What follows belongs to an exercise in optimizing a design on an open flow for small area; a production flow would make more cautious choices. The RTL was checked by simulation tests, not by an equivalence proof against the original design. Power and IR drop assume default switching activity.

== v6 ==
==> flow/design.v <==
module aFinalP(
    output [7:0] dr, dg,
    output [7:0] db,
    output [3:0] comm,
    input clk,
    input rst,  
    input [3:0] btn,
    output [7:0] seg,
    output [7:0] score_out
);
    reg [9:0] e;
    reg [5:0] flag;
    reg [7:0] score;
    reg [3:0] pressed;
    reg [3:0] deb;  
    wire pre = (flag == 6'd0) && !e[9];
    wire [2:0] row = e[6:4];
    wire [5:0] s = flag + row;
    reg [3:0] seq;
    always @(*) begin
        case (s)
        6'd7: seq = 4'd1;
        6'd9: seq = 4'd2;
        6'd11: seq = 4'd4;
        6'd13: seq = 4'd8;
        6'd17: seq = 4'd4;
        6'd19: seq = 4'd1;
        6'd21: seq = 4'd2;
        6'd23: seq = 4'd8;
        6'd25: seq = 4'd4;
        6'd27: seq = 4'd4;
        6'd28: seq = 4'd8;
        6'd29: seq = 4'd2;
        6'd30: seq = 4'd1;
        6'd32: seq = 4'd2;
        6'd33: seq = 4'd4;
        6'd34: seq = 4'd1;
        6'd35: seq = 4'd8;
        6'd38: seq = 4'd1;
        6'd39: seq = 4'd2;
        6'd41: seq = 4'd4;
        6'd42: seq = 4'd8;
        6'd44: seq = 4'd2;
        6'd46: seq = 4'd1;
        6'd47: seq = 4'd8;
        default: seq = 4'd0;
        endcase
    end
    wire lane1 = seq[1] | (flag == 6'd24 && row == 3'd7) |
                 (s == 6'd51 && flag < 6'd47) | (s == 6'd52 && flag >= 6'd47);
    wire [3:0] lit = {seq[3:2], lane1, seq[0]} & {4{~pre}};
    wire fin = &flag[5:3];  
    wire f1 = row[1] ^ row[2], f0 = row[0] ^ row[2];
    wire e_edge = ~f1;        
    wire e_ring = f1 | ~f0;   
    wire e_b3 = f1 | f0;
    wire [7:0] end_r = {e_edge, e_ring, f0 ^ (f1 & flag[1]), f0 ^ (f1 & ~flag[1]),
                        e_b3, f0, e_ring, e_edge};
    wire [7:0] end_g = {e_edge, e_ring, f1 ? ~(f0 & flag[0]) : f0, f1 ? (f0 | ~flag[0]) : f0,
                        e_b3, f1 ? (f0 | ~flag[0]) : f0, e_ring, e_edge};
    wire [7:0] chart_dr = ~{lit[0], lit[0], lit[1], lit[1], lit[2], lit[2], lit[3], lit[3]};
    assign dr = chart_dr & ((fin && flag[0]) ? end_r : 8'hFF);
    assign dg = (fin && flag[1]) ? end_g : 8'hFF;
    assign comm = {1'b1, row & {3{~pre}}};
    assign db = 8'hFF;
    assign score_out = score;
    reg [6:0] segments;
    always @(*) begin
        if (score <= 8'd4) segments = 7'b1000110;        
        else if (score <= 8'd14) segments = 7'b0000011;  
        else if (score <= 8'd20) segments = 7'b0001000;  
        else if (score <= 8'd25) segments = 7'b0010010;  
        else segments = 7'b1111111;
    end
    assign seg = {1'b0, segments};
    reg [3:0] act;
    always @(*) begin
        act[0] = (flag == 6'd8 || flag == 6'd20 || flag == 6'd30 || flag == 6'd15 ||
                  flag == 6'd35 || flag == 6'd39 || flag == 6'd47);
        act[1] = (flag == 6'd10 || flag == 6'd22 || flag == 6'd28 || flag == 6'd33 ||
                  flag == 6'd40 || flag == 6'd45 || flag == 6'd53);
        act[2] = (flag == 6'd12 || flag == 6'd18 || flag == 6'd26 || flag == 6'd28 ||
                  flag == 6'd34 || flag == 6'd42);
        act[3] = (flag == 6'd14 || flag == 6'd24 || flag == 6'd29 || flag == 6'd36 ||
                  flag == 6'd43 || flag == 6'd48);
    end
    always @(posedge clk) begin
        if (e[6:0] == 7'd92) deb <= btn;
        if (e[6:0] == 7'd93) deb <= deb & btn;
    end
    wire [16:0] k = {1'b0, flag, e} + 17'd1;
    always @(posedge clk) begin
        if (rst) begin
            e <= 10'd504;
            flag <= 6'd0;
            score <= 8'd0;
            pressed <= 4'd0;
        end else begin
            e <= k[9:0];
            if (flag == 6'd53) begin
                if (&e) begin
                    if (score >= 8'd21 && score <= 8'd25) flag <= 6'd59;
                    else if (score >= 8'd15 && score <= 8'd20) flag <= 6'd58;
                    else if (score <= 8'd14) flag <= 6'd57;
                end
            end else if (!fin)
                flag <= k[15:10];
            if (e[6:0] == 7'd111) begin
                if (|(deb & ~pressed & act)) score <= score + 8'd1;
                pressed <= deb & (pressed | act);
            end
        end
    end
endmodule
Settings: LEC_CHECK=0, CAP_MARGIN=20, CORE_MARGIN=2, CORE_UTILIZATION=40, CTS_BUF_LIST=sky130_fd_sc_hd__clkbuf_4, SLEW_MARGIN=20; clock period 8.0 ns.
standard.sh (not shown) runs the stock make flow with config.mk's settings and CLKGATE_MAP_FILE= SYNTH_SCRIPT=/design/flow/synth_recipe.tcl, a recipe that flattens the netlist after the stock synthesis.
==> flow/flow/run.sh <==
#!/bin/bash
# The standard ORFS layout (standard.sh), with these changes:
# - ABC maps the logic with flow/multi_abc.tcl (best of several &deepsyn
#   seeds, area-only mapping, no buffering or upsizing) instead of
#   abc_area/abc_speed;
# - no half/full adder cells from ADDER_MAP_FILE: adders are left to ABC;
# - the port buffers are the smallest buffer cell, buf_1;
# - the constant outputs share the synthesis's tie cell instead of one tie
#   cell per output.
# Every tool's output is in standard.log and ORFS's own logs under orfs/logs.
set -euo pipefail
here=$(pwd)
mkdir -p "$here/abc_runs"
export MULTI_ABC_DIR="$here/abc_runs" MULTI_ABC_N=8
cat > "$here/mysynth.tcl" <<EOT
source $here/flow/multi_abc.tcl
source $here/synth_recipe.tcl
EOT
bash standard.sh SYNTH_SCRIPT="$here/mysynth.tcl" \
  "BUFFER_PORTS_ARGS=-buffer_cell sky130_fd_sc_hd__buf_1" ADDER_MAP_FILE= \
  SKIP_REPAIR_TIE_FANOUT=1 \
  "CTS_ARGS=-sink_clustering_enable -repair_clock_nets -buf_list sky130_fd_sc_hd__clkbuf_4 -dont_use_dummy_load -sink_clustering_size 16 -sink_clustering_max_diameter 200" finish > "$here/standard.log" 2>&1
==> flow/flow/multi_abc.tcl <==
# Sourced by flow/run.sh's synthesis script before synth_recipe.tcl. It wraps
# yosys's abc command: the technology mapping is run with several ABC scripts
# (AIG optimisation by &deepsyn with different seeds, then area-only mapping,
# no buffering or upsizing) and the smallest result is kept.
yosys -import
rename abc my_orig_abc
proc abc {args} {
  set i [lsearch -exact $args -script]
  if {$i < 0} { return [my_orig_abc {*}$args] }
  set li [lsearch -exact $args -liberty]
  set lib [lindex $args [expr {$li + 1}]]
  set dir $::env(MULTI_ABC_DIR)
  design -save multiabc_pre
  set best -1
  set bestarea 1e18
  for {set s 0} {$s < $::env(MULTI_ABC_N)} {incr s} {
    design -load multiabc_pre
    set f [open $dir/abc_$s.script w]
    puts $f "strash\n&get -n\n&deepsyn -I 2 -J 20 -S [expr {2 * $s}]\n&put\ndch -f\namap\ntopo"
    close $f
    lset args [expr {$i + 1}] $dir/abc_$s.script
    my_orig_abc {*}$args
    tee -q -o $dir/abc_$s.stat stat -liberty $lib
    set fh [open $dir/abc_$s.stat r]
    set txt [read $fh]
    close $fh
    regexp {Chip area for module[^:]*:\s*([0-9.]+)} $txt -> area
    puts "MULTIABC seed $s area $area"
    if {$area < $bestarea} {
      set bestarea $area
      set best $s
      design -save multiabc_best
    }
  }
  design -load multiabc_best
  puts "MULTIABC best seed $best area $bestarea"
}
Relative to v6, the following input files were edited for v41:
--- a/flow/flow/run.sh
+++ b/flow/flow/run.sh
@@ -21,2 +21 @@
-  SKIP_REPAIR_TIE_FANOUT=1 \
-  "CTS_ARGS=-sink_clustering_enable -repair_clock_nets -buf_list sky130_fd_sc_hd__clkbuf_4 -dont_use_dummy_load -sink_clustering_size 16 -sink_clustering_max_diameter 200" finish > "$here/standard.log" 2>&1
+  SKIP_REPAIR_TIE_FANOUT=1 finish > "$here/standard.log" 2>&1
### Flow results
Diff v6 -> v41: buffer share of cell area stayed essentially flat; maximum resistive drop on vdd moved up; maximum frequency -0.56 MHz; hold slack saw little to no change.
Diff v6 -> v41: number of fillers in the final layout decreased by 3 relative to the old numbers, power increased by 0.015 mW relative to the old numbers.
diff inputs: v41 => v7
--- a/flow/flow/run.sh
+++ b/flow/flow/run.sh
@@ -21 +21,2 @@
-  SKIP_REPAIR_TIE_FANOUT=1 finish > "$here/standard.log" 2>&1
+  SKIP_REPAIR_TIE_FANOUT=1 \
+  "CTS_ARGS=-sink_clustering_enable -repair_clock_nets -buf_list sky130_fd_sc_hd__clkbuf_4 -dont_use_dummy_load" finish > "$here/standard.log" 2>&1
Findings:
- v7 against v41: switching share of power flat; shortest period the worst path allows down 0.016 ns.
- Wire length reported by the detailed router essentially unchanged between v7 and v41.

[what the ideal ports hide]
No port has a modelled driver above. Below, the same layouts with a new extraction and two added sets of constraints. Step 1 (the two cells are an assumption about what drives the block):
set clk [get_ports {clk}]
set_driving_cell -lib_cell sky130_fd_sc_hd__clkbuf_16 $clk
set_driving_cell -lib_cell sky130_fd_sc_hd__buf_2 [delete_from_list [all_inputs] $clk]
Step 2 moves the port delays by t, midway between the first and last clock arrival at a register: inputs arrive t later, outputs are due t later. That takes back most of the time a late clock gives input paths. a / b / c = no drivers / after step 1 / after step 2; a / b = the first two.
run	shift t [ns]	setup slack, ns	worst setup path at the end
v6	0.346	2.570 / 2.547 / 2.893	register to output
v41	0.348	2.554 / 2.531 / 2.879	register to output
v7	0.346	2.570 / 2.547 / 2.893	register to output
After both steps setup and hold are still met in every run listed.
